This design comes from an exercise in tuning for small area on the open sky130 flow, not from production work. Only simulation tests tie the RTL to the original design; equivalence was not proved. No activity file was given, so power comes from the tool's default toggle rates.

==> flow/design.v, too long to show whole: its modules and the start of the top module <==
// module gemm: 1594 lines
// module gemm_aoi: 5 lines
// module gemm_fa: 6 lines
// module gemm_ha: 6 lines
// module gemm_inv: 5 lines
// module gemm_nd: 5 lines
// module gemm_nr: 5 lines
// module gemm_or2: 5 lines
// module gemm_x2: 5 lines
module gemm(A, B, C, D, Cout, clk);
  // ...
==> flow/flow/run.sh <==
#!/bin/bash
# The standard layout (standard.sh) with two changes:
#  - the port buffers that global placement inserts use the smallest buffer cell;
#  - clock tree synthesis uses clkbuf_4 buffers and no dummy loads (32 flip-flops need no more).
# ORFS writes each step's full log under orfs/logs/; make's own output goes to standard.log.
set -euo pipefail
bash standard.sh \
  "BUFFER_PORTS_ARGS=-buffer_cell sky130_fd_sc_hd__buf_1" \
  "CTS_ARGS=-sink_clustering_enable -repair_clock_nets -dont_use_dummy_load -buf_list sky130_fd_sc_hd__clkbuf_4 -root_buf sky130_fd_sc_hd__clkbuf_4" \
  finish > standard.log 2>&1
==> flow/standard.sh <==
#!/bin/bash
# synth_recipe.tcl (not shown) runs the flow's synth.tcl, then flattens the netlist and writes it again
# the make line also repeats each setting of config.mk as NAME=value (left out here)
make -C /OpenROAD-flow-scripts/flow DESIGN_CONFIG=/design/flow/config.mk WORK_HOME=/design/flow/orfs CLKGATE_MAP_FILE= SYNTH_SCRIPT=/design/flow/synth_recipe.tcl "${@:-finish}"
==> flow/config.mk <==
export PLATFORM = sky130hd
export DESIGN_NAME = gemm
export DESIGN_NICKNAME = gemm
export VERILOG_FILES = /design/flow/design.v
export SDC_FILE = /design/flow/constraint.sdc
export NUM_CORES = 4
export LEC_CHECK = 0
export CAP_MARGIN = 20
export CORE_MARGIN = 2
export CORE_UTILIZATION = 40
export GPL_TIMING_DRIVEN = 0
export PLACE_DENSITY = 0.5
export SLEW_MARGIN = 20
export SYNTH_HIERARCHICAL = 1
==> flow/constraint.sdc <==
create_clock -name core_clock -period 10.0 [get_ports {clk}]
set_input_delay 2.0000 -clock core_clock [delete_from_list [all_inputs] [get_ports {clk}]]
set_output_delay 2.0000 -clock core_clock [all_outputs]
set_load 0.01 [all_outputs]
==> results.sh, run 1 <==
export IMPL_status="complete, no violations"
export IMPL_reg_largest_list="Cout x32"
export IMPL_final_cell_mix="a222oi_1, fa_1, xor2_1, buf_1, nand2_1"
export IMPL_critPathMaxFanout=17
export IMPL_layout_setup_ws_ps=2742
export IMPL_max_freq_mhz=137.8
export IMPL_yosysTopAreaCell="fa_1"
export IMPL_track_usage_pct=28.57
export IMPL_die_w_um=152.9
export IMPL_ys_flop_type="dfxtp_1"
export IMPL_clkTransAtPathRegs_ps=100
export IMPL_critPathArrivalTime_ps=7480
export IMPL_start_util_pct=40.64
export IMPL_yosys_register_bits=32
export IMPL_ctsResizeCount=0
export IMPL_crit_chain="buf_1 > ha_1 > fa_1 > a222oi_1 > fa_1 > fa_1 > fa_1 > fa_1 > fa_1 > fa_1 > or2_1 > xor2_1"
export IMPL_cp_end_kind="flop"
export IMPL_slew_viol_final=0
export IMPL_cts_max_level=2
export IMPL_wl_met2_mm=15.52
export IMPL_path_depth=12
export IMPL_max_stage_delay_ps=700
export IMPL_nMultiInputCombCells=740
export IMPL_wl_met3_mm=3.573
export IMPL_place_ws_ps=2468
export IMPL_stdcell_count=1263
export IMPL_largest_register_ffs=32
export IMPL_n_all_buffers=153
export IMPL_async_reset_ff_share_pct=0
export IMPL_nFillCells=2178
export IMPL_place_hpwl_mm=28.55
export IMPL_power_top_group="combinational cells"
export IMPL_pg_clk_uw=62.0
export IMPL_postCtsSetupBuffers=0
export IMPL_ys_types=9
export IMPL_drc=0
export IMPL_worstHoldEndpoint="Cout[8]$_DFF_P_"
export IMPL_synth_commonest_cells="a222oi_1, fa_1, xor2_1"
export IMPL_synth_area_leaders="fa_1, a222oi_1, xor2_1, dfxtp_1, nand2_1"
export IMPL_wl_per_cell_um=26.98
export IMPL_ff_latch_area_um2=640.6
export IMPL_area_growth_pct=10.92
export IMPL_yosys_area_share_simple_pct=8.126
==> run 2, diff against run 1 <==
==> flow/design.v (replaced) <==
module gemm(A, B, C, D, Cout, clk);
    input [31:0] A;
    input [31:0] B;
    input [31:0] C;
    input [31:0] D;
    input clk;
    output reg [31:0] Cout;
    wire s1, s2;
    gemm_ha g2 (A[24], A[16], s1, s2);
    wire s3, s4;
    gemm_fa g4 (A[25], A[17], s2, s3, s4);
    wire s5, s6;
    gemm_fa g6 (A[26], A[18], s4, s5, s6);
    wire s7, s8;
    gemm_fa g8 (A[27], A[19], s6, s7, s8);
    wire s9, s10;
    gemm_fa g10 (A[28], A[20], s8, s9, s10);
    wire s11, s12;
    gemm_fa g12 (A[29], A[21], s10, s11, s12);
    wire x13;
    gemm_x2 g13 (A[30], A[22], x13);
    wire x14;
    gemm_x2 g14 (x13, s12, x14);
    wire v15;
    gemm_inv g15 (B[24], v15);
    wire v16;
    gemm_inv g16 (B[8], v16);
    wire q17;
    gemm_nr g17 (v15, B[8], q17);
    wire q18;
    gemm_nr g18 (B[24], v16, q18);
    wire q19;
    gemm_nr g19 (v15, v16, q19);
    wire p20;
    gemm_aoi g20 (q17, A[24], q18, A[16], q19, s1, p20);
    wire p21;
    gemm_aoi g21 (q17, A[25], q18, A[17], q19, s3, p21);
    wire p22;
    gemm_aoi g22 (q17, A[26], q18, A[18], q19, s5, p22);
    wire p23;
    gemm_aoi g23 (q17, A[27], q18, A[19], q19, s7, p23);
    wire p24;
    gemm_aoi g24 (q17, A[28], q18, A[20], q19, s9, p24);
    wire p25;
    gemm_aoi g25 (q17, A[29], q18, A[21], q19, s11, p25);
    wire p26;
    gemm_aoi g26 (q17, A[30], q18, A[22], q19, x14, p26);
    wire v27;
    gemm_inv g27 (B[25], v27);
    wire v28;
    gemm_inv g28 (B[9], v28);
    wire q29;
    gemm_nr g29 (v27, B[9], q29);
    wire q30;
    gemm_nr g30 (B[25], v28, q30);
    wire q31;
    gemm_nr g31 (v27, v28, q31);
    wire p32;
    gemm_aoi g32 (q29, A[24], q30, A[16], q31, s1, p32);
    wire p33;
    gemm_aoi g33 (q29, A[25], q30, A[17], q31, s3, p33);
    wire p34;
    gemm_aoi g34 (q29, A[26], q30, A[18], q31, s5, p34);
    wire p35;
    gemm_aoi g35 (q29, A[27], q30, A[19], q31, s7, p35);
    wire p36;
    gemm_aoi g36 (q29, A[28], q30, A[20], q31, s9, p36);
    wire p37;
    gemm_aoi g37 (q29, A[29], q30, A[21], q31, s11, p37);
    wire v38;
    gemm_inv g38 (B[26], v38);
    wire v39;
    gemm_inv g39 (B[10], v39);
    wire q40;
    gemm_nr g40 (v38, B[10], q40);
    wire q41;
    gemm_nr g41 (B[26], v39, q41);
    wire q42;
    gemm_nr g42 (v38, v39, q42);
    wire p43;
    gemm_aoi g43 (q40, A[24], q41, A[16], q42, s1, p43);
    wire p44;
    gemm_aoi g44 (q40, A[25], q41, A[17], q42, s3, p44);
    wire p45;
    gemm_aoi g45 (q40, A[26], q41, A[18], q42, s5, p45);
    wire p46;
    gemm_aoi g46 (q40, A[27], q41, A[19], q42, s7, p46);
    wire p47;
    gemm_aoi g47 (q40, A[28], q41, A[20], q42, s9, p47);
    wire v48;
    gemm_inv g48 (B[27], v48);
    wire v49;
    gemm_inv g49 (B[11], v49);
    wire q50;
    gemm_nr g50 (v48, B[11], q50);
    wire q51;
    gemm_nr g51 (B[27], v49, q51);
    wire q52;
    gemm_nr g52 (v48, v49, q52);
    wire p53;
    gemm_aoi g53 (q50, A[24], q51, A[16], q52, s1, p53);
    wire p54;
    gemm_aoi g54 (q50, A[25], q51, A[17], q52, s3, p54);
    wire p55;
    gemm_aoi g55 (q50, A[26], q51, A[18], q52, s5, p55);
    wire p56;
    gemm_aoi g56 (q50, A[27], q51, A[19], q52, s7, p56);
    wire v57;
    gemm_inv g57 (B[28], v57);
    wire v58;
    gemm_inv g58 (B[12], v58);
    wire q59;
    gemm_nr g59 (v57, B[12], q59);
    wire q60;
    gemm_nr g60 (B[28], v58, q60);
    wire q61;
    gemm_nr g61 (v57, v58, q61);
    wire p62;
    gemm_aoi g62 (q59, A[24], q60, A[16], q61, s1, p62);
    wire p63;
    gemm_aoi g63 (q59, A[25], q60, A[17], q61, s3, p63);
    wire p64;
    gemm_aoi g64 (q59, A[26], q60, A[18], q61, s5, p64);
    wire v65;
    gemm_inv g65 (B[29], v65);
    wire v66;
    gemm_inv g66 (B[13], v66);
    wire q67;
    gemm_nr g67 (v65, B[13], q67);
    wire q68;
    gemm_nr g68 (B[29], v66, q68);
    wire q69;
    gemm_nr g69 (v65, v66, q69);
    wire p70;
    gemm_aoi g70 (q67, A[24], q68, A[16], q69, s1, p70);
    wire p71;
    gemm_aoi g71 (q67, A[25], q68, A[17], q69, s3, p71);
    wire p72;
    gemm_nd g72 (A[24], B[30], p72);
    wire p73;
    gemm_nd g73 (A[16], B[14], p73);
    wire s74, s75;
    gemm_ha g75 (C[24], C[16], s74, s75);
    wire s76, s77;
    gemm_fa g77 (C[25], C[17], s75, s76, s77);
    wire s78, s79;
    gemm_fa g79 (C[26], C[18], s77, s78, s79);
    wire s80, s81;
    gemm_fa g81 (C[27], C[19], s79, s80, s81);
    wire s82, s83;
    gemm_fa g83 (C[28], C[20], s81, s82, s83);
    wire s84, s85;
    gemm_fa g85 (C[29], C[21], s83, s84, s85);
    wire s86, s87;
    gemm_fa g87 (C[30], C[22], s85, s86, s87);
    wire x88;
    gemm_x2 g88 (C[31], C[23], x88);
    wire x89;
    gemm_x2 g89 (x88, s87, x89);
    wire v90;
    gemm_inv g90 (D[24], v90);
    wire v91;
    gemm_inv g91 (D[8], v91);
    wire q92;
    gemm_nr g92 (v90, D[8], q92);
    wire q93;
    gemm_nr g93 (D[24], v91, q93);
    wire q94;
    gemm_nr g94 (v90, v91, q94);
    wire p95;
    gemm_aoi g95 (q92, C[24], q93, C[16], q94, s74, p95);
    wire p96;
    gemm_aoi g96 (q92, C[25], q93, C[17], q94, s76, p96);
    wire p97;
    gemm_aoi g97 (q92, C[26], q93, C[18], q94, s78, p97);
    wire p98;
    gemm_aoi g98 (q92, C[27], q93, C[19], q94, s80, p98);
    wire p99;
    gemm_aoi g99 (q92, C[28], q93, C[20], q94, s82, p99);
    wire p100;
    gemm_aoi g100 (q92, C[29], q93, C[21], q94, s84, p100);
    wire p101;
    gemm_aoi g101 (q92, C[30], q93, C[22], q94, s86, p101);
    wire p102;
    gemm_aoi g102 (q92, C[31], q93, C[23], q94, x89, p102);
    wire v103;
    gemm_inv g103 (D[25], v103);
    wire v104;
    gemm_inv g104 (D[9], v104);
    wire q105;
    gemm_nr g105 (v103, D[9], q105);
    wire q106;
    gemm_nr g106 (D[25], v104, q106);
    wire q107;
    gemm_nr g107 (v103, v104, q107);
    wire p108;
    gemm_aoi g108 (q105, C[24], q106, C[16], q107, s74, p108);
    wire p109;
    gemm_aoi g109 (q105, C[25], q106, C[17], q107, s76, p109);
    wire p110;
    gemm_aoi g110 (q105, C[26], q106, C[18], q107, s78, p110);
    wire p111;
    gemm_aoi g111 (q105, C[27], q106, C[19], q107, s80, p111);
    wire p112;
    gemm_aoi g112 (q105, C[28], q106, C[20], q107, s82, p112);
    wire p113;
    gemm_aoi g113 (q105, C[29], q106, C[21], q107, s84, p113);
    wire p114;
    gemm_aoi g114 (q105, C[30], q106, C[22], q107, s86, p114);
    wire v115;
    gemm_inv g115 (D[26], v115);
    wire v116;
    gemm_inv g116 (D[10], v116);
    wire q117;
    gemm_nr g117 (v115, D[10], q117);
    wire q118;
    gemm_nr g118 (D[26], v116, q118);
    wire q119;
    gemm_nr g119 (v115, v116, q119);
    wire p120;
    gemm_aoi g120 (q117, C[24], q118, C[16], q119, s74, p120);
    wire p121;
    gemm_aoi g121 (q117, C[25], q118, C[17], q119, s76, p121);
    wire p122;
    gemm_aoi g122 (q117, C[26], q118, C[18], q119, s78, p122);
    wire p123;
    gemm_aoi g123 (q117, C[27], q118, C[19], q119, s80, p123);
    wire p124;
    gemm_aoi g124 (q117, C[28], q118, C[20], q119, s82, p124);
    wire p125;
    gemm_aoi g125 (q117, C[29], q118, C[21], q119, s84, p125);
    wire v126;
    gemm_inv g126 (D[27], v126);
    wire v127;
    gemm_inv g127 (D[11], v127);
    wire q128;
    gemm_nr g128 (v126, D[11], q128);
    wire q129;
    gemm_nr g129 (D[27], v127, q129);
    wire q130;
    gemm_nr g130 (v126, v127, q130);
    wire p131;
    gemm_aoi g131 (q128, C[24], q129, C[16], q130, s74, p131);
    wire p132;
    gemm_aoi g132 (q128, C[25], q129, C[17], q130, s76, p132);
    wire p133;
    gemm_aoi g133 (q128, C[26], q129, C[18], q130, s78, p133);
    wire p134;
    gemm_aoi g134 (q128, C[27], q129, C[19], q130, s80, p134);
    wire p135;
    gemm_aoi g135 (q128, C[28], q129, C[20], q130, s82, p135);
    wire v136;
    gemm_inv g136 (D[28], v136);
    wire v137;
    gemm_inv g137 (D[12], v137);
    wire q138;
    gemm_nr g138 (v136, D[12], q138);
    wire q139;
    gemm_nr g139 (D[28], v137, q139);
    wire q140;
    gemm_nr g140 (v136, v137, q140);
    wire p141;
    gemm_aoi g141 (q138, C[24], q139, C[16], q140, s74, p141);
    wire p142;
    gemm_aoi g142 (q138, C[25], q139, C[17], q140, s76, p142);
    wire p143;
    gemm_aoi g143 (q138, C[26], q139, C[18], q140, s78, p143);
    wire p144;
    gemm_aoi g144 (q138, C[27], q139, C[19], q140, s80, p144);
    wire v145;
    gemm_inv g145 (D[29], v145);
    wire v146;
    gemm_inv g146 (D[13], v146);
    wire q147;
    gemm_nr g147 (v145, D[13], q147);
    wire q148;
    gemm_nr g148 (D[29], v146, q148);
    wire q149;
    gemm_nr g149 (v145, v146, q149);
    wire p150;
    gemm_aoi g150 (q147, C[24], q148, C[16], q149, s74, p150);
    wire p151;
    gemm_aoi g151 (q147, C[25], q148, C[17], q149, s76, p151);
    wire p152;
    gemm_aoi g152 (q147, C[26], q148, C[18], q149, s78, p152);
    wire v153;
    gemm_inv g153 (D[30], v153);
    wire v154;
    gemm_inv g154 (D[14], v154);
    wire q155;
    gemm_nr g155 (v153, D[14], q155);
    wire q156;
    gemm_nr g156 (D[30], v154, q156);
    wire q157;
    gemm_nr g157 (v153, v154, q157);
    wire p158;
    gemm_aoi g158 (q155, C[24], q156, C[16], q157, s74, p158);
    wire p159;
    gemm_aoi g159 (q155, C[25], q156, C[17], q157, s76, p159);
    wire p160;
    gemm_nd g160 (C[24], D[31], p160);
    wire p161;
    gemm_nd g161 (C[16], D[15], p161);
    wire s162, s163;
    gemm_fa g163 (p20, p108, p96, s162, s163);
    wire s164, s165;
    gemm_fa g165 (p32, p120, p21, s164, s165);
    wire s166, s167;
    gemm_fa g167 (p109, s163, p97, s166, s167);
    wire o168;
    gemm_or2 g168 (s164, s166, o168);
    wire x169;
    gemm_x2 g169 (s164, s166, x169);
    wire s170, s171;
    gemm_fa g171 (p43, p131, p33, s170, s171);
    wire s172, s173;
    gemm_fa g173 (p121, s165, p22, s172, s173);
    wire s174, s175;
    gemm_fa g175 (p110, s170, p98, s174, s175);
    wire s176, s177;
    gemm_fa g177 (s167, s172, o168, s176, s177);
    wire o178;
    gemm_or2 g178 (s174, s176, o178);
    wire x179;
    gemm_x2 g179 (s174, s176, x179);
    wire s180, s181;
    gemm_fa g181 (p53, p141, p44, s180, s181);
    wire s182, s183;
    gemm_fa g183 (p132, s171, p34, s182, s183);
    wire s184, s185;
    gemm_fa g185 (p122, s180, p23, s184, s185);
    wire s186, s187;
    gemm_fa g187 (p111, s173, s182, s186, s187);
    wire s188, s189;
    gemm_fa g189 (s175, p99, s184, s188, s189);
    wire s190, s191;
    gemm_fa g191 (s186, s177, s188, s190, s191);
    wire o192;
    gemm_or2 g192 (o178, s190, o192);
    wire x193;
    gemm_x2 g193 (o178, s190, x193);
    wire s194, s195;
    gemm_fa g195 (p62, p150, p54, s194, s195);
    wire s196, s197;
    gemm_fa g197 (p142, s181, p45, s196, s197);
    wire s198, s199;
    gemm_fa g199 (p133, s194, p35, s198, s199);
    wire s200, s201;
    gemm_fa g201 (p123, s183, s196, s200, s201);
    wire s202, s203;
    gemm_fa g203 (s185, p24, p112, s202, s203);
    wire s204, s205;
    gemm_fa g205 (s187, s198, s200, s204, s205);
    wire s206, s207;
    gemm_fa g207 (p100, s189, s202, s206, s207);
    wire s208, s209;
    gemm_fa g209 (s204, s191, s206, s208, s209);
    wire o210;
    gemm_or2 g210 (o192, s208, o210);
    wire x211;
    gemm_x2 g211 (o192, s208, x211);
    wire s212, s213;
    gemm_fa g213 (p70, p158, p63, s212, s213);
    wire s214, s215;
    gemm_fa g215 (p151, s195, p55, s214, s215);
    wire s216, s217;
    gemm_fa g217 (p143, s212, p46, s216, s217);
    wire s218, s219;
    gemm_fa g219 (p134, s197, s214, s218, s219);
    wire s220, s221;
    gemm_fa g221 (s199, p36, p124, s220, s221);
    wire s222, s223;
    gemm_fa g223 (s201, s216, s218, s222, s223);
    wire s224, s225;
    gemm_fa g225 (p25, p113, s203, s224, s225);
    wire s226, s227;
    gemm_fa g227 (s220, s205, s222, s226, s227);
    wire s228, s229;
    gemm_fa g229 (p101, s207, s224, s228, s229);
    wire s230, s231;
    gemm_fa g231 (s226, s209, s228, s230, s231);
    wire o232;
    gemm_or2 g232 (o210, s230, o232);
    wire x233;
    gemm_x2 g233 (o210, s230, x233);
    wire x234;
    gemm_x2 g234 (p72, p73, x234);
    wire x235;
    gemm_x2 g235 (p160, p161, x235);
    wire x236;
    gemm_x2 g236 (x234, x235, x236);
    wire x237;
    gemm_x2 g237 (x236, p71, x237);
    wire x238;
    gemm_x2 g238 (p159, x237, x238);
    wire x239;
    gemm_x2 g239 (s213, p64, x239);
    wire x240;
    gemm_x2 g240 (p152, x238, x240);
    wire x241;
    gemm_x2 g241 (x239, x240, x241);
    wire x242;
    gemm_x2 g242 (p56, p144, x242);
    wire x243;
    gemm_x2 g243 (s215, x241, x243);
    wire x244;
    gemm_x2 g244 (x242, x243, x244);
    wire x245;
    gemm_x2 g245 (s217, p47, x245);
    wire x246;
    gemm_x2 g246 (p135, s219, x246);
    wire x247;
    gemm_x2 g247 (x244, x245, x247);
    wire x248;
    gemm_x2 g248 (x246, p37, x248);
    wire x249;
    gemm_x2 g249 (p125, s221, x249);
    wire x250;
    gemm_x2 g250 (x247, s223, x250);
    wire x251;
    gemm_x2 g251 (p26, x248, x251);
    wire x252;
    gemm_x2 g252 (x249, x250, x252);
    wire x253;
    gemm_x2 g253 (p114, s225, x253);
    wire x254;
    gemm_x2 g254 (x251, x252, x254);
    wire x255;
    gemm_x2 g255 (s227, p102, x255);
    wire x256;
    gemm_x2 g256 (x253, x254, x256);
    wire x257;
    gemm_x2 g257 (x255, s229, x257);
    wire x258;
    gemm_x2 g258 (x256, x257, x258);
    wire x259;
    gemm_x2 g259 (x258, s231, x259);
    wire x260;
    gemm_x2 g260 (x259, o232, x260);
    wire v261;
    gemm_inv g261 (p95, v261);
    wire v262;
    gemm_inv g262 (s162, v262);
    wire v263;
    gemm_inv g263 (B[16], v263);
    wire v264;
    gemm_inv g264 (B[0], v264);
    wire q265;
    gemm_nr g265 (v263, B[0], q265);
    wire q266;
    gemm_nr g266 (B[16], v264, q266);
    wire q267;
    gemm_nr g267 (v263, v264, q267);
    wire p268;
    gemm_aoi g268 (q265, A[24], q266, A[16], q267, s1, p268);
    wire p269;
    gemm_aoi g269 (q265, A[25], q266, A[17], q267, s3, p269);
    wire p270;
    gemm_aoi g270 (q265, A[26], q266, A[18], q267, s5, p270);
    wire p271;
    gemm_aoi g271 (q265, A[27], q266, A[19], q267, s7, p271);
    wire p272;
    gemm_aoi g272 (q265, A[28], q266, A[20], q267, s9, p272);
    wire p273;
    gemm_aoi g273 (q265, A[29], q266, A[21], q267, s11, p273);
    wire p274;
    gemm_aoi g274 (q265, A[30], q266, A[22], q267, x14, p274);
    wire v275;
    gemm_inv g275 (B[17], v275);
    wire v276;
    gemm_inv g276 (B[1], v276);
    wire q277;
    gemm_nr g277 (v275, B[1], q277);
    wire q278;
    gemm_nr g278 (B[17], v276, q278);
    wire q279;
    gemm_nr g279 (v275, v276, q279);
    wire p280;
    gemm_aoi g280 (q277, A[24], q278, A[16], q279, s1, p280);
    wire p281;
    gemm_aoi g281 (q277, A[25], q278, A[17], q279, s3, p281);
    wire p282;
    gemm_aoi g282 (q277, A[26], q278, A[18], q279, s5, p282);
    wire p283;
    gemm_aoi g283 (q277, A[27], q278, A[19], q279, s7, p283);
    wire p284;
    gemm_aoi g284 (q277, A[28], q278, A[20], q279, s9, p284);
    wire p285;
    gemm_aoi g285 (q277, A[29], q278, A[21], q279, s11, p285);
    wire v286;
    gemm_inv g286 (B[18], v286);
    wire v287;
    gemm_inv g287 (B[2], v287);
    wire q288;
    gemm_nr g288 (v286, B[2], q288);
    wire q289;
    gemm_nr g289 (B[18], v287, q289);
    wire q290;
    gemm_nr g290 (v286, v287, q290);
    wire p291;
    gemm_aoi g291 (q288, A[24], q289, A[16], q290, s1, p291);
    wire p292;
    gemm_aoi g292 (q288, A[25], q289, A[17], q290, s3, p292);
    wire p293;
    gemm_aoi g293 (q288, A[26], q289, A[18], q290, s5, p293);
    wire p294;
    gemm_aoi g294 (q288, A[27], q289, A[19], q290, s7, p294);
    wire p295;
    gemm_aoi g295 (q288, A[28], q289, A[20], q290, s9, p295);
    wire v296;
    gemm_inv g296 (B[19], v296);
    wire v297;
    gemm_inv g297 (B[3], v297);
    wire q298;
    gemm_nr g298 (v296, B[3], q298);
    wire q299;
    gemm_nr g299 (B[19], v297, q299);
    wire q300;
    gemm_nr g300 (v296, v297, q300);
    wire p301;
    gemm_aoi g301 (q298, A[24], q299, A[16], q300, s1, p301);
    wire p302;
    gemm_aoi g302 (q298, A[25], q299, A[17], q300, s3, p302);
    wire p303;
    gemm_aoi g303 (q298, A[26], q299, A[18], q300, s5, p303);
    wire p304;
    gemm_aoi g304 (q298, A[27], q299, A[19], q300, s7, p304);
    wire v305;
    gemm_inv g305 (B[20], v305);
    wire v306;
    gemm_inv g306 (B[4], v306);
    wire q307;
    gemm_nr g307 (v305, B[4], q307);
    wire q308;
    gemm_nr g308 (B[20], v306, q308);
    wire q309;
    gemm_nr g309 (v305, v306, q309);
    wire p310;
    gemm_aoi g310 (q307, A[24], q308, A[16], q309, s1, p310);
    wire p311;
    gemm_aoi g311 (q307, A[25], q308, A[17], q309, s3, p311);
    wire p312;
    gemm_aoi g312 (q307, A[26], q308, A[18], q309, s5, p312);
    wire v313;
    gemm_inv g313 (B[21], v313);
    wire v314;
    gemm_inv g314 (B[5], v314);
    wire q315;
    gemm_nr g315 (v313, B[5], q315);
    wire q316;
    gemm_nr g316 (B[21], v314, q316);
    wire q317;
    gemm_nr g317 (v313, v314, q317);
    wire p318;
    gemm_aoi g318 (q315, A[24], q316, A[16], q317, s1, p318);
    wire p319;
    gemm_aoi g319 (q315, A[25], q316, A[17], q317, s3, p319);
    wire p320;
    gemm_nd g320 (A[24], B[22], p320);
    wire p321;
    gemm_nd g321 (A[16], B[6], p321);
    wire v322;
    gemm_inv g322 (D[16], v322);
    wire v323;
    gemm_inv g323 (D[0], v323);
    wire q324;
    gemm_nr g324 (v322, D[0], q324);
    wire q325;
    gemm_nr g325 (D[16], v323, q325);
    wire q326;
    gemm_nr g326 (v322, v323, q326);
    wire p327;
    gemm_aoi g327 (q324, C[24], q325, C[16], q326, s74, p327);
    wire p328;
    gemm_aoi g328 (q324, C[25], q325, C[17], q326, s76, p328);
    wire p329;
    gemm_aoi g329 (q324, C[26], q325, C[18], q326, s78, p329);
    wire p330;
    gemm_aoi g330 (q324, C[27], q325, C[19], q326, s80, p330);
    wire p331;
    gemm_aoi g331 (q324, C[28], q325, C[20], q326, s82, p331);
    wire p332;
    gemm_aoi g332 (q324, C[29], q325, C[21], q326, s84, p332);
    wire p333;
    gemm_aoi g333 (q324, C[30], q325, C[22], q326, s86, p333);
    wire p334;
    gemm_aoi g334 (q324, C[31], q325, C[23], q326, x89, p334);
    wire v335;
    gemm_inv g335 (D[17], v335);
    wire v336;
    gemm_inv g336 (D[1], v336);
    wire q337;
    gemm_nr g337 (v335, D[1], q337);
    wire q338;
    gemm_nr g338 (D[17], v336, q338);
    wire q339;
    gemm_nr g339 (v335, v336, q339);
    wire p340;
    gemm_aoi g340 (q337, C[24], q338, C[16], q339, s74, p340);
    wire p341;
    gemm_aoi g341 (q337, C[25], q338, C[17], q339, s76, p341);
    wire p342;
    gemm_aoi g342 (q337, C[26], q338, C[18], q339, s78, p342);
    wire p343;
    gemm_aoi g343 (q337, C[27], q338, C[19], q339, s80, p343);
    wire p344;
    gemm_aoi g344 (q337, C[28], q338, C[20], q339, s82, p344);
    wire p345;
    gemm_aoi g345 (q337, C[29], q338, C[21], q339, s84, p345);
    wire p346;
    gemm_aoi g346 (q337, C[30], q338, C[22], q339, s86, p346);
    wire v347;
    gemm_inv g347 (D[18], v347);
    wire v348;
    gemm_inv g348 (D[2], v348);
    wire q349;
    gemm_nr g349 (v347, D[2], q349);
    wire q350;
    gemm_nr g350 (D[18], v348, q350);
    wire q351;
    gemm_nr g351 (v347, v348, q351);
    wire p352;
    gemm_aoi g352 (q349, C[24], q350, C[16], q351, s74, p352);
    wire p353;
    gemm_aoi g353 (q349, C[25], q350, C[17], q351, s76, p353);
    wire p354;
    gemm_aoi g354 (q349, C[26], q350, C[18], q351, s78, p354);
    wire p355;
    gemm_aoi g355 (q349, C[27], q350, C[19], q351, s80, p355);
    wire p356;
    gemm_aoi g356 (q349, C[28], q350, C[20], q351, s82, p356);
    wire p357;
    gemm_aoi g357 (q349, C[29], q350, C[21], q351, s84, p357);
    wire v358;
    gemm_inv g358 (D[19], v358);
    wire v359;
    gemm_inv g359 (D[3], v359);
    wire q360;
    gemm_nr g360 (v358, D[3], q360);
    wire q361;
    gemm_nr g361 (D[19], v359, q361);
    wire q362;
    gemm_nr g362 (v358, v359, q362);
    wire p363;
    gemm_aoi g363 (q360, C[24], q361, C[16], q362, s74, p363);
    wire p364;
    gemm_aoi g364 (q360, C[25], q361, C[17], q362, s76, p364);
    wire p365;
    gemm_aoi g365 (q360, C[26], q361, C[18], q362, s78, p365);
    wire p366;
    gemm_aoi g366 (q360, C[27], q361, C[19], q362, s80, p366);
    wire p367;
    gemm_aoi g367 (q360, C[28], q361, C[20], q362, s82, p367);
    wire v368;
    gemm_inv g368 (D[20], v368);
    wire v369;
    gemm_inv g369 (D[4], v369);
    wire q370;
    gemm_nr g370 (v368, D[4], q370);
    wire q371;
    gemm_nr g371 (D[20], v369, q371);
    wire q372;
    gemm_nr g372 (v368, v369, q372);
    wire p373;
    gemm_aoi g373 (q370, C[24], q371, C[16], q372, s74, p373);
    wire p374;
    gemm_aoi g374 (q370, C[25], q371, C[17], q372, s76, p374);
    wire p375;
    gemm_aoi g375 (q370, C[26], q371, C[18], q372, s78, p375);
    wire p376;
    gemm_aoi g376 (q370, C[27], q371, C[19], q372, s80, p376);
    wire v377;
    gemm_inv g377 (D[21], v377);
    wire v378;
    gemm_inv g378 (D[5], v378);
    wire q379;
    gemm_nr g379 (v377, D[5], q379);
    wire q380;
    gemm_nr g380 (D[21], v378, q380);
    wire q381;
    gemm_nr g381 (v377, v378, q381);
    wire p382;
    gemm_aoi g382 (q379, C[24], q380, C[16], q381, s74, p382);
    wire p383;
    gemm_aoi g383 (q379, C[25], q380, C[17], q381, s76, p383);
    wire p384;
    gemm_aoi g384 (q379, C[26], q380, C[18], q381, s78, p384);
    wire v385;
    gemm_inv g385 (D[22], v385);
    wire v386;
    gemm_inv g386 (D[6], v386);
    wire q387;
    gemm_nr g387 (v385, D[6], q387);
    wire q388;
    gemm_nr g388 (D[22], v386, q388);
    wire q389;
    gemm_nr g389 (v385, v386, q389);
    wire p390;
    gemm_aoi g390 (q387, C[24], q388, C[16], q389, s74, p390);
    wire p391;
    gemm_aoi g391 (q387, C[25], q388, C[17], q389, s76, p391);
    wire p392;
    gemm_nd g392 (C[24], D[23], p392);
    wire p393;
    gemm_nd g393 (C[16], D[7], p393);
    wire s394, s395;
    gemm_fa g395 (p268, p340, p328, s394, s395);
    wire s396, s397;
    gemm_fa g397 (p280, p352, p269, s396, s397);
    wire s398, s399;
    gemm_fa g399 (p341, s395, p329, s398, s399);
    wire o400;
    gemm_or2 g400 (s396, s398, o400);
    wire x401;
    gemm_x2 g401 (s396, s398, x401);
    wire s402, s403;
    gemm_fa g403 (p291, p363, p281, s402, s403);
    wire s404, s405;
    gemm_fa g405 (p353, s397, p270, s404, s405);
    wire s406, s407;
    gemm_fa g407 (p342, s402, p330, s406, s407);
    wire s408, s409;
    gemm_fa g409 (s399, s404, o400, s408, s409);
    wire o410;
    gemm_or2 g410 (s406, s408, o410);
    wire x411;
    gemm_x2 g411 (s406, s408, x411);
    wire s412, s413;
    gemm_fa g413 (p301, p373, p292, s412, s413);
    wire s414, s415;
    gemm_fa g415 (p364, s403, p282, s414, s415);
    wire s416, s417;
    gemm_fa g417 (p354, s412, p271, s416, s417);
    wire s418, s419;
    gemm_fa g419 (p343, s405, s414, s418, s419);
    wire s420, s421;
    gemm_fa g421 (s407, p331, s416, s420, s421);
    wire s422, s423;
    gemm_fa g423 (s418, s409, s420, s422, s423);
    wire o424;
    gemm_or2 g424 (o410, s422, o424);
    wire x425;
    gemm_x2 g425 (o410, s422, x425);
    wire s426, s427;
    gemm_fa g427 (p310, p382, p302, s426, s427);
    wire s428, s429;
    gemm_fa g429 (p374, s413, p293, s428, s429);
    wire s430, s431;
    gemm_fa g431 (p365, s426, p283, s430, s431);
    wire s432, s433;
    gemm_fa g433 (p355, s415, s428, s432, s433);
    wire s434, s435;
    gemm_fa g435 (s417, p272, p344, s434, s435);
    wire s436, s437;
    gemm_fa g437 (s419, s430, s432, s436, s437);
    wire s438, s439;
    gemm_fa g439 (p332, s421, s434, s438, s439);
    wire s440, s441;
    gemm_fa g441 (s436, s423, s438, s440, s441);
    wire o442;
    gemm_or2 g442 (o424, s440, o442);
    wire x443;
    gemm_x2 g443 (o424, s440, x443);
    wire s444, s445;
    gemm_fa g445 (p318, p390, p311, s444, s445);
    wire s446, s447;
    gemm_fa g447 (p383, s427, p303, s446, s447);
    wire s448, s449;
    gemm_fa g449 (p375, s444, p294, s448, s449);
    wire s450, s451;
    gemm_fa g451 (p366, s429, s446, s450, s451);
    wire s452, s453;
    gemm_fa g453 (s431, p284, p356, s452, s453);
    wire s454, s455;
    gemm_fa g455 (s433, s448, s450, s454, s455);
    wire s456, s457;
    gemm_fa g457 (p273, p345, s435, s456, s457);
    wire s458, s459;
    gemm_fa g459 (s452, s437, s454, s458, s459);
    wire s460, s461;
    gemm_fa g461 (p333, s439, s456, s460, s461);
    wire s462, s463;
    gemm_fa g463 (s458, s441, s460, s462, s463);
    wire o464;
    gemm_or2 g464 (o442, s462, o464);
    wire x465;
    gemm_x2 g465 (o442, s462, x465);
    wire x466;
    gemm_x2 g466 (p320, p321, x466);
    wire x467;
    gemm_x2 g467 (p392, p393, x467);
    wire x468;
    gemm_x2 g468 (x466, x467, x468);
    wire x469;
    gemm_x2 g469 (x468, p319, x469);
    wire x470;
    gemm_x2 g470 (p391, x469, x470);
    wire x471;
    gemm_x2 g471 (s445, p312, x471);
    wire x472;
    gemm_x2 g472 (p384, x470, x472);
    wire x473;
    gemm_x2 g473 (x471, x472, x473);
    wire x474;
    gemm_x2 g474 (p304, p376, x474);
    wire x475;
    gemm_x2 g475 (s447, x473, x475);
    wire x476;
    gemm_x2 g476 (x474, x475, x476);
    wire x477;
    gemm_x2 g477 (s449, p295, x477);
    wire x478;
    gemm_x2 g478 (p367, s451, x478);
    wire x479;
    gemm_x2 g479 (x476, x477, x479);
    wire x480;
    gemm_x2 g480 (x478, p285, x480);
    wire x481;
    gemm_x2 g481 (p357, s453, x481);
    wire x482;
    gemm_x2 g482 (x479, s455, x482);
    wire x483;
    gemm_x2 g483 (p274, x480, x483);
    wire x484;
    gemm_x2 g484 (x481, x482, x484);
    wire x485;
    gemm_x2 g485 (p346, s457, x485);
    wire x486;
    gemm_x2 g486 (x483, x484, x486);
    wire x487;
    gemm_x2 g487 (s459, p334, x487);
    wire x488;
    gemm_x2 g488 (x485, x486, x488);
    wire x489;
    gemm_x2 g489 (x487, s461, x489);
    wire x490;
    gemm_x2 g490 (x488, x489, x490);
    wire x491;
    gemm_x2 g491 (x490, s463, x491);
    wire x492;
    gemm_x2 g492 (x491, o464, x492);
    wire v493;
    gemm_inv g493 (p327, v493);
    wire v494;
    gemm_inv g494 (s394, v494);
    wire s495, s496;
    gemm_ha g496 (A[8], A[0], s495, s496);
    wire s497, s498;
    gemm_fa g498 (A[9], A[1], s496, s497, s498);
    wire s499, s500;
    gemm_fa g500 (A[10], A[2], s498, s499, s500);
    wire s501, s502;
    gemm_fa g502 (A[11], A[3], s500, s501, s502);
    wire s503, s504;
    gemm_fa g504 (A[12], A[4], s502, s503, s504);
    wire s505, s506;
    gemm_fa g506 (A[13], A[5], s504, s505, s506);
    wire x507;
    gemm_x2 g507 (A[14], A[6], x507);
    wire x508;
    gemm_x2 g508 (x507, s506, x508);
    wire p509;
    gemm_aoi g509 (q17, A[8], q18, A[0], q19, s495, p509);
    wire p510;
    gemm_aoi g510 (q17, A[9], q18, A[1], q19, s497, p510);
    wire p511;
    gemm_aoi g511 (q17, A[10], q18, A[2], q19, s499, p511);
    wire p512;
    gemm_aoi g512 (q17, A[11], q18, A[3], q19, s501, p512);
    wire p513;
    gemm_aoi g513 (q17, A[12], q18, A[4], q19, s503, p513);
    wire p514;
    gemm_aoi g514 (q17, A[13], q18, A[5], q19, s505, p514);
    wire p515;
    gemm_aoi g515 (q17, A[14], q18, A[6], q19, x508, p515);
    wire p516;
    gemm_aoi g516 (q29, A[8], q30, A[0], q31, s495, p516);
    wire p517;
    gemm_aoi g517 (q29, A[9], q30, A[1], q31, s497, p517);
    wire p518;
    gemm_aoi g518 (q29, A[10], q30, A[2], q31, s499, p518);
    wire p519;
    gemm_aoi g519 (q29, A[11], q30, A[3], q31, s501, p519);
    wire p520;
    gemm_aoi g520 (q29, A[12], q30, A[4], q31, s503, p520);
    wire p521;
    gemm_aoi g521 (q29, A[13], q30, A[5], q31, s505, p521);
    wire p522;
    gemm_aoi g522 (q40, A[8], q41, A[0], q42, s495, p522);
    wire p523;
    gemm_aoi g523 (q40, A[9], q41, A[1], q42, s497, p523);
    wire p524;
    gemm_aoi g524 (q40, A[10], q41, A[2], q42, s499, p524);
    wire p525;
    gemm_aoi g525 (q40, A[11], q41, A[3], q42, s501, p525);
    wire p526;
    gemm_aoi g526 (q40, A[12], q41, A[4], q42, s503, p526);
    wire p527;
    gemm_aoi g527 (q50, A[8], q51, A[0], q52, s495, p527);
    wire p528;
    gemm_aoi g528 (q50, A[9], q51, A[1], q52, s497, p528);
    wire p529;
    gemm_aoi g529 (q50, A[10], q51, A[2], q52, s499, p529);
    wire p530;
    gemm_aoi g530 (q50, A[11], q51, A[3], q52, s501, p530);
    wire p531;
    gemm_aoi g531 (q59, A[8], q60, A[0], q61, s495, p531);
    wire p532;
    gemm_aoi g532 (q59, A[9], q60, A[1], q61, s497, p532);
    wire p533;
    gemm_aoi g533 (q59, A[10], q60, A[2], q61, s499, p533);
    wire p534;
    gemm_aoi g534 (q67, A[8], q68, A[0], q69, s495, p534);
    wire p535;
    gemm_aoi g535 (q67, A[9], q68, A[1], q69, s497, p535);
    wire p536;
    gemm_nd g536 (A[8], B[30], p536);
    wire p537;
    gemm_nd g537 (A[0], B[14], p537);
    wire s538, s539;
    gemm_ha g539 (C[8], C[0], s538, s539);
    wire s540, s541;
    gemm_fa g541 (C[9], C[1], s539, s540, s541);
    wire s542, s543;
    gemm_fa g543 (C[10], C[2], s541, s542, s543);
    wire s544, s545;
    gemm_fa g545 (C[11], C[3], s543, s544, s545);
    wire s546, s547;
    gemm_fa g547 (C[12], C[4], s545, s546, s547);
    wire s548, s549;
    gemm_fa g549 (C[13], C[5], s547, s548, s549);
    wire s550, s551;
    gemm_fa g551 (C[14], C[6], s549, s550, s551);
    wire x552;
    gemm_x2 g552 (C[15], C[7], x552);
    wire x553;
    gemm_x2 g553 (x552, s551, x553);
    wire p554;
    gemm_aoi g554 (q92, C[8], q93, C[0], q94, s538, p554);
    wire p555;
    gemm_aoi g555 (q92, C[9], q93, C[1], q94, s540, p555);
    wire p556;
    gemm_aoi g556 (q92, C[10], q93, C[2], q94, s542, p556);
    wire p557;
    gemm_aoi g557 (q92, C[11], q93, C[3], q94, s544, p557);
    wire p558;
    gemm_aoi g558 (q92, C[12], q93, C[4], q94, s546, p558);
    wire p559;
    gemm_aoi g559 (q92, C[13], q93, C[5], q94, s548, p559);
    wire p560;
    gemm_aoi g560 (q92, C[14], q93, C[6], q94, s550, p560);
    wire p561;
    gemm_aoi g561 (q92, C[15], q93, C[7], q94, x553, p561);
    wire p562;
    gemm_aoi g562 (q105, C[8], q106, C[0], q107, s538, p562);
    wire p563;
    gemm_aoi g563 (q105, C[9], q106, C[1], q107, s540, p563);
    wire p564;
    gemm_aoi g564 (q105, C[10], q106, C[2], q107, s542, p564);
    wire p565;
    gemm_aoi g565 (q105, C[11], q106, C[3], q107, s544, p565);
    wire p566;
    gemm_aoi g566 (q105, C[12], q106, C[4], q107, s546, p566);
    wire p567;
    gemm_aoi g567 (q105, C[13], q106, C[5], q107, s548, p567);
    wire p568;
    gemm_aoi g568 (q105, C[14], q106, C[6], q107, s550, p568);
    wire p569;
    gemm_aoi g569 (q117, C[8], q118, C[0], q119, s538, p569);
    wire p570;
    gemm_aoi g570 (q117, C[9], q118, C[1], q119, s540, p570);
    wire p571;
    gemm_aoi g571 (q117, C[10], q118, C[2], q119, s542, p571);
    wire p572;
    gemm_aoi g572 (q117, C[11], q118, C[3], q119, s544, p572);
    wire p573;
    gemm_aoi g573 (q117, C[12], q118, C[4], q119, s546, p573);
    wire p574;
    gemm_aoi g574 (q117, C[13], q118, C[5], q119, s548, p574);
    wire p575;
    gemm_aoi g575 (q128, C[8], q129, C[0], q130, s538, p575);
    wire p576;
    gemm_aoi g576 (q128, C[9], q129, C[1], q130, s540, p576);
    wire p577;
    gemm_aoi g577 (q128, C[10], q129, C[2], q130, s542, p577);
    wire p578;
    gemm_aoi g578 (q128, C[11], q129, C[3], q130, s544, p578);
    wire p579;
    gemm_aoi g579 (q128, C[12], q129, C[4], q130, s546, p579);
    wire p580;
    gemm_aoi g580 (q138, C[8], q139, C[0], q140, s538, p580);
    wire p581;
    gemm_aoi g581 (q138, C[9], q139, C[1], q140, s540, p581);
    wire p582;
    gemm_aoi g582 (q138, C[10], q139, C[2], q140, s542, p582);
    wire p583;
    gemm_aoi g583 (q138, C[11], q139, C[3], q140, s544, p583);
    wire p584;
    gemm_aoi g584 (q147, C[8], q148, C[0], q149, s538, p584);
    wire p585;
    gemm_aoi g585 (q147, C[9], q148, C[1], q149, s540, p585);
    wire p586;
    gemm_aoi g586 (q147, C[10], q148, C[2], q149, s542, p586);
    wire p587;
    gemm_aoi g587 (q155, C[8], q156, C[0], q157, s538, p587);
    wire p588;
    gemm_aoi g588 (q155, C[9], q156, C[1], q157, s540, p588);
    wire p589;
    gemm_nd g589 (C[8], D[31], p589);
    wire p590;
    gemm_nd g590 (C[0], D[15], p590);
    wire s591, s592;
    gemm_fa g592 (p509, p562, p555, s591, s592);
    wire s593, s594;
    gemm_fa g594 (p516, p569, p510, s593, s594);
    wire s595, s596;
    gemm_fa g596 (p563, s592, p556, s595, s596);
    wire o597;
    gemm_or2 g597 (s593, s595, o597);
    wire x598;
    gemm_x2 g598 (s593, s595, x598);
    wire s599, s600;
    gemm_fa g600 (p522, p575, p517, s599, s600);
    wire s601, s602;
    gemm_fa g602 (p570, s594, p511, s601, s602);
    wire s603, s604;
    gemm_fa g604 (p564, s599, p557, s603, s604);
    wire s605, s606;
    gemm_fa g606 (s596, s601, o597, s605, s606);
    wire o607;
    gemm_or2 g607 (s603, s605, o607);
    wire x608;
    gemm_x2 g608 (s603, s605, x608);
    wire s609, s610;
    gemm_fa g610 (p527, p580, p523, s609, s610);
    wire s611, s612;
    gemm_fa g612 (p576, s600, p518, s611, s612);
    wire s613, s614;
    gemm_fa g614 (p571, s609, p512, s613, s614);
    wire s615, s616;
    gemm_fa g616 (p565, s602, s611, s615, s616);
    wire s617, s618;
    gemm_fa g618 (s604, p558, s613, s617, s618);
    wire s619, s620;
    gemm_fa g620 (s615, s606, s617, s619, s620);
    wire o621;
    gemm_or2 g621 (o607, s619, o621);
    wire x622;
    gemm_x2 g622 (o607, s619, x622);
    wire s623, s624;
    gemm_fa g624 (p531, p584, p528, s623, s624);
    wire s625, s626;
    gemm_fa g626 (p581, s610, p524, s625, s626);
    wire s627, s628;
    gemm_fa g628 (p577, s623, p519, s627, s628);
    wire s629, s630;
    gemm_fa g630 (p572, s612, s625, s629, s630);
    wire s631, s632;
    gemm_fa g632 (s614, p513, p566, s631, s632);
    wire s633, s634;
    gemm_fa g634 (s616, s627, s629, s633, s634);
    wire s635, s636;
    gemm_fa g636 (p559, s618, s631, s635, s636);
    wire s637, s638;
    gemm_fa g638 (s633, s620, s635, s637, s638);
    wire o639;
    gemm_or2 g639 (o621, s637, o639);
    wire x640;
    gemm_x2 g640 (o621, s637, x640);
    wire s641, s642;
    gemm_fa g642 (p534, p587, p532, s641, s642);
    wire s643, s644;
    gemm_fa g644 (p585, s624, p529, s643, s644);
    wire s645, s646;
    gemm_fa g646 (p582, s641, p525, s645, s646);
    wire s647, s648;
    gemm_fa g648 (p578, s626, s643, s647, s648);
    wire s649, s650;
    gemm_fa g650 (s628, p520, p573, s649, s650);
    wire s651, s652;
    gemm_fa g652 (s630, s645, s647, s651, s652);
    wire s653, s654;
    gemm_fa g654 (p514, p567, s632, s653, s654);
    wire s655, s656;
    gemm_fa g656 (s649, s634, s651, s655, s656);
    wire s657, s658;
    gemm_fa g658 (p560, s636, s653, s657, s658);
    wire s659, s660;
    gemm_fa g660 (s655, s638, s657, s659, s660);
    wire o661;
    gemm_or2 g661 (o639, s659, o661);
    wire x662;
    gemm_x2 g662 (o639, s659, x662);
    wire x663;
    gemm_x2 g663 (p536, p537, x663);
    wire x664;
    gemm_x2 g664 (p589, p590, x664);
    wire x665;
    gemm_x2 g665 (x663, x664, x665);
    wire x666;
    gemm_x2 g666 (x665, p535, x666);
    wire x667;
    gemm_x2 g667 (p588, x666, x667);
    wire x668;
    gemm_x2 g668 (s642, p533, x668);
    wire x669;
    gemm_x2 g669 (p586, x667, x669);
    wire x670;
    gemm_x2 g670 (x668, x669, x670);
    wire x671;
    gemm_x2 g671 (p530, p583, x671);
    wire x672;
    gemm_x2 g672 (s644, x670, x672);
    wire x673;
    gemm_x2 g673 (x671, x672, x673);
    wire x674;
    gemm_x2 g674 (s646, p526, x674);
    wire x675;
    gemm_x2 g675 (p579, s648, x675);
    wire x676;
    gemm_x2 g676 (x673, x674, x676);
    wire x677;
    gemm_x2 g677 (x675, p521, x677);
    wire x678;
    gemm_x2 g678 (p574, s650, x678);
    wire x679;
    gemm_x2 g679 (x676, s652, x679);
    wire x680;
    gemm_x2 g680 (p515, x677, x680);
    wire x681;
    gemm_x2 g681 (x678, x679, x681);
    wire x682;
    gemm_x2 g682 (p568, s654, x682);
    wire x683;
    gemm_x2 g683 (x680, x681, x683);
    wire x684;
    gemm_x2 g684 (s656, p561, x684);
    wire x685;
    gemm_x2 g685 (x682, x683, x685);
    wire x686;
    gemm_x2 g686 (x684, s658, x686);
    wire x687;
    gemm_x2 g687 (x685, x686, x687);
    wire x688;
    gemm_x2 g688 (x687, s660, x688);
    wire x689;
    gemm_x2 g689 (x688, o661, x689);
    wire v690;
    gemm_inv g690 (p554, v690);
    wire v691;
    gemm_inv g691 (s591, v691);
    wire p692;
    gemm_aoi g692 (q265, A[8], q266, A[0], q267, s495, p692);
    wire p693;
    gemm_aoi g693 (q265, A[9], q266, A[1], q267, s497, p693);
    wire p694;
    gemm_aoi g694 (q265, A[10], q266, A[2], q267, s499, p694);
    wire p695;
    gemm_aoi g695 (q265, A[11], q266, A[3], q267, s501, p695);
    wire p696;
    gemm_aoi g696 (q265, A[12], q266, A[4], q267, s503, p696);
    wire p697;
    gemm_aoi g697 (q265, A[13], q266, A[5], q267, s505, p697);
    wire p698;
    gemm_aoi g698 (q265, A[14], q266, A[6], q267, x508, p698);
    wire p699;
    gemm_aoi g699 (q277, A[8], q278, A[0], q279, s495, p699);
    wire p700;
    gemm_aoi g700 (q277, A[9], q278, A[1], q279, s497, p700);
    wire p701;
    gemm_aoi g701 (q277, A[10], q278, A[2], q279, s499, p701);
    wire p702;
    gemm_aoi g702 (q277, A[11], q278, A[3], q279, s501, p702);
    wire p703;
    gemm_aoi g703 (q277, A[12], q278, A[4], q279, s503, p703);
    wire p704;
    gemm_aoi g704 (q277, A[13], q278, A[5], q279, s505, p704);
    wire p705;
    gemm_aoi g705 (q288, A[8], q289, A[0], q290, s495, p705);
    wire p706;
    gemm_aoi g706 (q288, A[9], q289, A[1], q290, s497, p706);
    wire p707;
    gemm_aoi g707 (q288, A[10], q289, A[2], q290, s499, p707);
    wire p708;
    gemm_aoi g708 (q288, A[11], q289, A[3], q290, s501, p708);
    wire p709;
    gemm_aoi g709 (q288, A[12], q289, A[4], q290, s503, p709);
    wire p710;
    gemm_aoi g710 (q298, A[8], q299, A[0], q300, s495, p710);
    wire p711;
    gemm_aoi g711 (q298, A[9], q299, A[1], q300, s497, p711);
    wire p712;
    gemm_aoi g712 (q298, A[10], q299, A[2], q300, s499, p712);
    wire p713;
    gemm_aoi g713 (q298, A[11], q299, A[3], q300, s501, p713);
    wire p714;
    gemm_aoi g714 (q307, A[8], q308, A[0], q309, s495, p714);
    wire p715;
    gemm_aoi g715 (q307, A[9], q308, A[1], q309, s497, p715);
    wire p716;
    gemm_aoi g716 (q307, A[10], q308, A[2], q309, s499, p716);
    wire p717;
    gemm_aoi g717 (q315, A[8], q316, A[0], q317, s495, p717);
    wire p718;
    gemm_aoi g718 (q315, A[9], q316, A[1], q317, s497, p718);
    wire p719;
    gemm_nd g719 (A[8], B[22], p719);
    wire p720;
    gemm_nd g720 (A[0], B[6], p720);
    wire p721;
    gemm_aoi g721 (q324, C[8], q325, C[0], q326, s538, p721);
    wire p722;
    gemm_aoi g722 (q324, C[9], q325, C[1], q326, s540, p722);
    wire p723;
    gemm_aoi g723 (q324, C[10], q325, C[2], q326, s542, p723);
    wire p724;
    gemm_aoi g724 (q324, C[11], q325, C[3], q326, s544, p724);
    wire p725;
    gemm_aoi g725 (q324, C[12], q325, C[4], q326, s546, p725);
    wire p726;
    gemm_aoi g726 (q324, C[13], q325, C[5], q326, s548, p726);
    wire p727;
    gemm_aoi g727 (q324, C[14], q325, C[6], q326, s550, p727);
    wire p728;
    gemm_aoi g728 (q324, C[15], q325, C[7], q326, x553, p728);
    wire p729;
    gemm_aoi g729 (q337, C[8], q338, C[0], q339, s538, p729);
    wire p730;
    gemm_aoi g730 (q337, C[9], q338, C[1], q339, s540, p730);
    wire p731;
    gemm_aoi g731 (q337, C[10], q338, C[2], q339, s542, p731);
    wire p732;
    gemm_aoi g732 (q337, C[11], q338, C[3], q339, s544, p732);
    wire p733;
    gemm_aoi g733 (q337, C[12], q338, C[4], q339, s546, p733);
    wire p734;
    gemm_aoi g734 (q337, C[13], q338, C[5], q339, s548, p734);
    wire p735;
    gemm_aoi g735 (q337, C[14], q338, C[6], q339, s550, p735);
    wire p736;
    gemm_aoi g736 (q349, C[8], q350, C[0], q351, s538, p736);
    wire p737;
    gemm_aoi g737 (q349, C[9], q350, C[1], q351, s540, p737);
    wire p738;
    gemm_aoi g738 (q349, C[10], q350, C[2], q351, s542, p738);
    wire p739;
    gemm_aoi g739 (q349, C[11], q350, C[3], q351, s544, p739);
    wire p740;
    gemm_aoi g740 (q349, C[12], q350, C[4], q351, s546, p740);
    wire p741;
    gemm_aoi g741 (q349, C[13], q350, C[5], q351, s548, p741);
    wire p742;
    gemm_aoi g742 (q360, C[8], q361, C[0], q362, s538, p742);
    wire p743;
    gemm_aoi g743 (q360, C[9], q361, C[1], q362, s540, p743);
    wire p744;
    gemm_aoi g744 (q360, C[10], q361, C[2], q362, s542, p744);
    wire p745;
    gemm_aoi g745 (q360, C[11], q361, C[3], q362, s544, p745);
    wire p746;
    gemm_aoi g746 (q360, C[12], q361, C[4], q362, s546, p746);
    wire p747;
    gemm_aoi g747 (q370, C[8], q371, C[0], q372, s538, p747);
    wire p748;
    gemm_aoi g748 (q370, C[9], q371, C[1], q372, s540, p748);
    wire p749;
    gemm_aoi g749 (q370, C[10], q371, C[2], q372, s542, p749);
    wire p750;
    gemm_aoi g750 (q370, C[11], q371, C[3], q372, s544, p750);
    wire p751;
    gemm_aoi g751 (q379, C[8], q380, C[0], q381, s538, p751);
    wire p752;
    gemm_aoi g752 (q379, C[9], q380, C[1], q381, s540, p752);
    wire p753;
    gemm_aoi g753 (q379, C[10], q380, C[2], q381, s542, p753);
    wire p754;
    gemm_aoi g754 (q387, C[8], q388, C[0], q389, s538, p754);
    wire p755;
    gemm_aoi g755 (q387, C[9], q388, C[1], q389, s540, p755);
    wire p756;
    gemm_nd g756 (C[8], D[23], p756);
    wire p757;
    gemm_nd g757 (C[0], D[7], p757);
    wire s758, s759;
    gemm_fa g759 (p692, p729, p722, s758, s759);
    wire s760, s761;
    gemm_fa g761 (p699, p736, p693, s760, s761);
    wire s762, s763;
    gemm_fa g763 (p730, s759, p723, s762, s763);
    wire o764;
    gemm_or2 g764 (s760, s762, o764);
    wire x765;
    gemm_x2 g765 (s760, s762, x765);
    wire s766, s767;
    gemm_fa g767 (p705, p742, p700, s766, s767);
    wire s768, s769;
    gemm_fa g769 (p737, s761, p694, s768, s769);
    wire s770, s771;
    gemm_fa g771 (p731, s766, p724, s770, s771);
    wire s772, s773;
    gemm_fa g773 (s763, s768, o764, s772, s773);
    wire o774;
    gemm_or2 g774 (s770, s772, o774);
    wire x775;
    gemm_x2 g775 (s770, s772, x775);
    wire s776, s777;
    gemm_fa g777 (p710, p747, p706, s776, s777);
    wire s778, s779;
    gemm_fa g779 (p743, s767, p701, s778, s779);
    wire s780, s781;
    gemm_fa g781 (p738, s776, p695, s780, s781);
    wire s782, s783;
    gemm_fa g783 (p732, s769, s778, s782, s783);
    wire s784, s785;
    gemm_fa g785 (s771, p725, s780, s784, s785);
    wire s786, s787;
    gemm_fa g787 (s782, s773, s784, s786, s787);
    wire o788;
    gemm_or2 g788 (o774, s786, o788);
    wire x789;
    gemm_x2 g789 (o774, s786, x789);
    wire s790, s791;
    gemm_fa g791 (p714, p751, p711, s790, s791);
    wire s792, s793;
    gemm_fa g793 (p748, s777, p707, s792, s793);
    wire s794, s795;
    gemm_fa g795 (p744, s790, p702, s794, s795);
    wire s796, s797;
    gemm_fa g797 (p739, s779, s792, s796, s797);
    wire s798, s799;
    gemm_fa g799 (s781, p696, p733, s798, s799);
    wire s800, s801;
    gemm_fa g801 (s783, s794, s796, s800, s801);
    wire s802, s803;
    gemm_fa g803 (p726, s785, s798, s802, s803);
    wire s804, s805;
    gemm_fa g805 (s800, s787, s802, s804, s805);
    wire o806;
    gemm_or2 g806 (o788, s804, o806);
    wire x807;
    gemm_x2 g807 (o788, s804, x807);
    wire s808, s809;
    gemm_fa g809 (p717, p754, p715, s808, s809);
    wire s810, s811;
    gemm_fa g811 (p752, s791, p712, s810, s811);
    wire s812, s813;
    gemm_fa g813 (p749, s808, p708, s812, s813);
    wire s814, s815;
    gemm_fa g815 (p745, s793, s810, s814, s815);
    wire s816, s817;
    gemm_fa g817 (s795, p703, p740, s816, s817);
    wire s818, s819;
    gemm_fa g819 (s797, s812, s814, s818, s819);
    wire s820, s821;
    gemm_fa g821 (p697, p734, s799, s820, s821);
    wire s822, s823;
    gemm_fa g823 (s816, s801, s818, s822, s823);
    wire s824, s825;
    gemm_fa g825 (p727, s803, s820, s824, s825);
    wire s826, s827;
    gemm_fa g827 (s822, s805, s824, s826, s827);
    wire o828;
    gemm_or2 g828 (o806, s826, o828);
    wire x829;
    gemm_x2 g829 (o806, s826, x829);
    wire x830;
    gemm_x2 g830 (p719, p720, x830);
    wire x831;
    gemm_x2 g831 (p756, p757, x831);
    wire x832;
    gemm_x2 g832 (x830, x831, x832);
    wire x833;
    gemm_x2 g833 (x832, p718, x833);
    wire x834;
    gemm_x2 g834 (p755, x833, x834);
    wire x835;
    gemm_x2 g835 (s809, p716, x835);
    wire x836;
    gemm_x2 g836 (p753, x834, x836);
    wire x837;
    gemm_x2 g837 (x835, x836, x837);
    wire x838;
    gemm_x2 g838 (p713, p750, x838);
    wire x839;
    gemm_x2 g839 (s811, x837, x839);
    wire x840;
    gemm_x2 g840 (x838, x839, x840);
    wire x841;
    gemm_x2 g841 (s813, p709, x841);
    wire x842;
    gemm_x2 g842 (p746, s815, x842);
    wire x843;
    gemm_x2 g843 (x840, x841, x843);
    wire x844;
    gemm_x2 g844 (x842, p704, x844);
    wire x845;
    gemm_x2 g845 (p741, s817, x845);
    wire x846;
    gemm_x2 g846 (x843, s819, x846);
    wire x847;
    gemm_x2 g847 (p698, x844, x847);
    wire x848;
    gemm_x2 g848 (x845, x846, x848);
    wire x849;
    gemm_x2 g849 (p735, s821, x849);
    wire x850;
    gemm_x2 g850 (x847, x848, x850);
    wire x851;
    gemm_x2 g851 (s823, p728, x851);
    wire x852;
    gemm_x2 g852 (x849, x850, x852);
    wire x853;
    gemm_x2 g853 (x851, s825, x853);
    wire x854;
    gemm_x2 g854 (x852, x853, x854);
    wire x855;
    gemm_x2 g855 (x854, s827, x855);
    wire x856;
    gemm_x2 g856 (x855, o828, x856);
    wire v857;
    gemm_inv g857 (p721, v857);
    wire v858;
    gemm_inv g858 (s758, v858);
    always @(posedge clk)
        Cout <= {x260, x233, x211, x193, x179, x169, v262, v261, x492, x465, x443, x425, x411, x401, v494, v493, x689, x662, x640, x622, x608, x598, v691, v690, x856, x829, x807, x789, x775, x765, v858, v857};
endmodule
module gemm_aoi(a1, a2, b1, b2, c1, c2, y);
    input a1, a2, b1, b2, c1, c2;
    output y;
    assign y = ~((a1 & a2) | (b1 & b2) | (c1 & c2));
endmodule
module gemm_fa(a, b, ci, s, co);
    input a, b, ci;
    output s, co;
    assign s = a ^ b ^ ci;
    assign co = (a & b) | (a & ci) | (b & ci);
endmodule
module gemm_ha(a, b, s, co);
    input a, b;
    output s, co;
    assign s = a ^ b;
    assign co = a & b;
endmodule
module gemm_inv(a, y);
    input a;
    output y;
    assign y = ~a;
endmodule
module gemm_nd(a, b, y);
    input a, b;
    output y;
    assign y = ~(a & b);
endmodule
module gemm_nr(a, b, y);
    input a, b;
    output y;
    assign y = ~(a | b);
endmodule
module gemm_or2(a, b, y);
    input a, b;
    output y;
    assign y = a | b;
endmodule
module gemm_x2(a, b, y);
    input a, b;
    output y;
    assign y = a ^ b;
endmodule
==> flow/config.mk (replaced) <==
export PLATFORM = sky130hd
export DESIGN_NAME = gemm
export DESIGN_NICKNAME = gemm
export VERILOG_FILES = /design/flow/design.v
export SDC_FILE = /design/flow/constraint.sdc
export NUM_CORES = 4
export LEC_CHECK = 0
export CAP_MARGIN = 10
export CORE_MARGIN = 2
export CORE_UTILIZATION = 40
export GPL_TIMING_DRIVEN = 0
export PLACE_DENSITY = 0.5
export SLEW_MARGIN = 10
export SYNTH_HIERARCHICAL = 1
==> run 2 against run 1 <==
Still clean on timing, DRC and antenna. Worst hold slack better by 360 ps. Fmax decreased by 2.1%. Cell count down 7.8%. Sequential cell count unchanged. Core utilization is 0.75 points higher. Count of clock-buffer cells in the layout stayed put. Area after synthesis is 9.9% lower. Sequential power shrank 2%. Worst setup slack got worse by 160 ps. Largest cell class unchanged. Largest power group unchanged.
==> results.sh, run 2 <==
export IMPL_cts_root_buf="clkbuf_4"
export IMPL_grt_overflow_total=0
export IMPL_clkTransAtPathRegs_ps=90
export IMPL_setup_tns_final_ps=0
export IMPL_vdd_ir_drop_worst_mv=0.1396
export IMPL_postCtsSetupBuffers=0
export IMPL_max_freq_mhz=134.8
export IMPL_drtIter0Drc=2321
export IMPL_grt_pass1_wl_mm=51.20
export IMPL_hold_viol=0
export IMPL_power_frac_comb_pct=87.6
export IMPL_cts_max_level=2
export IMPL_synth_commonest_cells="a222oi_1, fa_1, xor2_1"
export IMPL_final_cell_mix="a222oi_1, buf_1, fa_1, xor2_1, nor2_1"
export IMPL_synth_avg_cell_area_um2=10.80
export IMPL_drc=0
export IMPL_hold_buffers=0
export IMPL_cp_required_ps=10210
export IMPL_grt_pass1_vias=8539
export IMPL_power_switching_mw=1.208
export IMPL_finalWeightedCongestion=0.9723
export IMPL_die_height_um=145.3
export IMPL_p_leak_nw=2.990
export IMPL_yosys_area_share_simple_pct=5.982
export IMPL_slew_viol_final=0
export IMPL_final_common_cell="a222oi_1"
export IMPL_ys_types=9
export IMPL_min_period_ps=7417
export IMPL_multiInputGateArea_um2=7132
export IMPL_start_util_pct=40.92
export IMPL_cp_end_kind="flop"
export IMPL_largest_register_ffs=32
export IMPL_min_delay_path_class="in -> reg"
export IMPL_fp_row_count=51
export IMPL_yosys_register_bits=32
export IMPL_seqPwrFrac_pct=9.9
export IMPL_hold_path_depth=4
export IMPL_grt_max_degree=18
export IMPL_cts_tree="built"
export IMPL_yosysTopAreaCell="fa_1"
export IMPL_syn_nets=1019
export IMPL_finalSetupViolCount=0
export IMPL_synth_area_leaders="fa_1, a222oi_1, xor2_1, dfxtp_1, nor2_1"
export IMPL_reg_largest_list="Cout x32"
export IMPL_nFillCells=1986
export IMPL_syn_inst=740
export IMPL_place_hpwl_mm=25.33
export IMPL_cts_buffers=5
export IMPL_core_um2=19530
export IMPL_yosysWarnings=7
export IMPL_rsz0062_at_grt="false"
export IMPL_critPathArrivalTime_ps=7630
export IMPL_ctsResizeCount=0
export IMPL_p_clk_share_pct=2.5
export IMPL_wl_per_cell_um=29.53
export IMPL_die_w_um=145.3
export IMPL_ant_nets=0
export IMPL_slew_headroom_pct=15.35
export IMPL_pwr_density_cell_nw_per_um2=265.1
export IMPL_swShare_pct=50.95
export IMPL_crit_type="in -> reg"
export IMPL_first_pass_iters=15
export IMPL_io_buffers=152
export IMPL_ys_flop_type="dfxtp_1"
export IMPL_drive_gt1_share_pct=1.002
export IMPL_worstHoldEndpoint="Cout[16]$_DFF_P_"
export IMPL_worst_slew_pin_slew_ps=1265
export IMPL_p_int_mw=1.163
export IMPL_min_from="D[16]"
export IMPL_antenna_found_initial=1
export IMPL_synth_top_family_by_area="adder cells"
export IMPL_largest_register="Cout"
export IMPL_vias=8458
export IMPL_layout_nets=1179
export IMPL_power_mw=2.372
export IMPL_muxShareOfSynthArea_pct=0
export IMPL_synth_most_common_cell="a222oi_1"
export IMPL_critPathMaxFanout=17
export IMPL_clock_sinks=32
export IMPL_period_share_pct=74.17
export IMPL_ys_seq_area_share_pct=8.018
export IMPL_synth_area_um2=7990
export IMPL_start_kind="input pin"
export IMPL_synth_top_area_share_pct=36.58
export IMPL_drv_cap=0
export IMPL_async_reset_ff_share_pct=0
export IMPL_track_usage_pct=31.45
export IMPL_area_growth_pct=11.98
export IMPL_dieArea_um2=21120
export IMPL_synth_xor_area_share_pct=14.91
export IMPL_ioPinCount=161
export IMPL_clk_path_buf_depth=2
export IMPL_synth_compound_gate_area_share_pct=31.07
export IMPL_wirelength_mm=34.37
export IMPL_status="complete, no violations"
export IMPL_ff_latch_area_um2=640.6
export IMPL_routed_via_density=7.266
export IMPL_synth_edf_count=0
export IMPL_synth_fa_ha_area_share_pct=37.21
==> run 2: worst max path at each step <==
| stage | start | end | slack [ps] | cells past startpoint |
|---|---|---|---|---|
| 3_5_place_dp | C[24] | Cout[23]$_DFF_P_ | 2420 | 13 |
| 4_1_cts | C[24] | Cout[23]$_DFF_P_ | 2770 | 13 |
| 2_1_floorplan | A[8] | Cout[15]$_DFF_P_ | 3430 | 12 |
| 5_1_grt | C[24] | Cout[23]$_DFF_P_ | 2500 | 13 |
| 6_report | C[24] | Cout[23]$_DFF_P_ | 2580 | 13 |
| 3_3_place_gp | C[24] | Cout[23]$_DFF_P_ | 2480 | 13 |
==> run 2: cells by family after synthesis <==
family          count (synthesis)
fa+ha+maj                     150
compound gates                248
xor+xnor                      136
flops                          32
simple gates                  114
buf+inv                        60
==> run 2: power by group through the flow <==
stage               combinational, mW  clock [mW]  sequential (mW)
floorplan                        1.52           0            0.272
global placement                 2.03           0            0.238
detailed placement               2.08           0            0.240
CTS                              2.08      0.0617            0.237
global route                     2.31      0.0647            0.243
finish                           2.08      0.0590            0.236
==> run 2: area by class of cell <==
cell class | instances | share of cell area [%]
repair buffers | 153 | 6.461
clock buffers | 5 | 0.4195
inverters | 60 | 2.517
multi-input cells | 648 | 79.71
well taps | 265 | 3.706
flip-flops and latches | 32 | 7.160
diodes | 1 | 0.02797
==> run 2: Yosys stat by module (local to each module, per instance) <==
module / copies in the design / cells inside
gemm_x2: 136 / 1
gemm: 1 / 32
gemm_nr: 78 / 1
gemm_fa: 146 / 1
gemm_ha: 4 / 1
gemm_inv: 60 / 1
gemm_aoi: 248 / 1
gemm_or2: 20 / 1
gemm_nd: 16 / 1
==> run 2: per-stage QoR <==
stage	hold WS (ps)	std cells	instance area, µm²	utilization, %	worst slack (ps)
5_1_grt	2418	1164	8947	45.82	2497
6_report	2362	1164	8947	45.82	2583
4_1_cts	2458	1162	8930	45.73	2773
2_1_floorplan	2115	740	7990	-	3433
3_3_place_gp	2387	1157	8892	45.54	2478
3_5_place_dp	2386	1157	8892	45.54	2421
==> run 2: critical path: stages <==
cell	delay, ps
buf_1	470
ha_1	440
fa_1	1070
a222oi_1	230
fa_1	460
fa_1	500
or2_1	260
fa_1	400
fa_1	450
fa_1	430
fa_1	490
or2_1	250
xor2_1	160
==> run 2: layer usage <==
layer,GRT usage (%),up-vias,routed length (µm)
met1,43.74,4125,13140
met5,0,-,0
met2,49.53,763,15410
met4,10.93,0,1165
li1,-,3489,-
met3,5.831,81,4658

afterwards: timing with drivers on the ports:
How much do the figures lean on ideal ports? The routed layouts below were timed once more, with nothing changed but the port constraints. Step 1, drivers: a clkbuf_16 drives clk and a buf_2 each remaining input, both assumed. Step 2 moves the port delays by t, midway between the first and last clock arrival at a register: inputs arrive t later, outputs are due t later. That takes back most of the time a late clock gives input paths. a / b / c = no drivers / after step 1 / after step 2; a / b = the first two.
| run | shift t [ns] | setup WS [ns] | worst slew at a driven data input, ns | pins driven straight from the clock port |
|---|---|---|---|---|
| run 1 | 0.348 | 2.742 / 2.746 / 2.398 | 0.08 | 1 |
| run 2 | 0.346 | 2.583 / 2.593 / 2.247 | 0.04 | 1 |
After both steps every run listed still meets setup and hold. The setup slack of run 1, which loses most, moves by +0.004 ns with the drivers and by -0.344 ns with both steps.
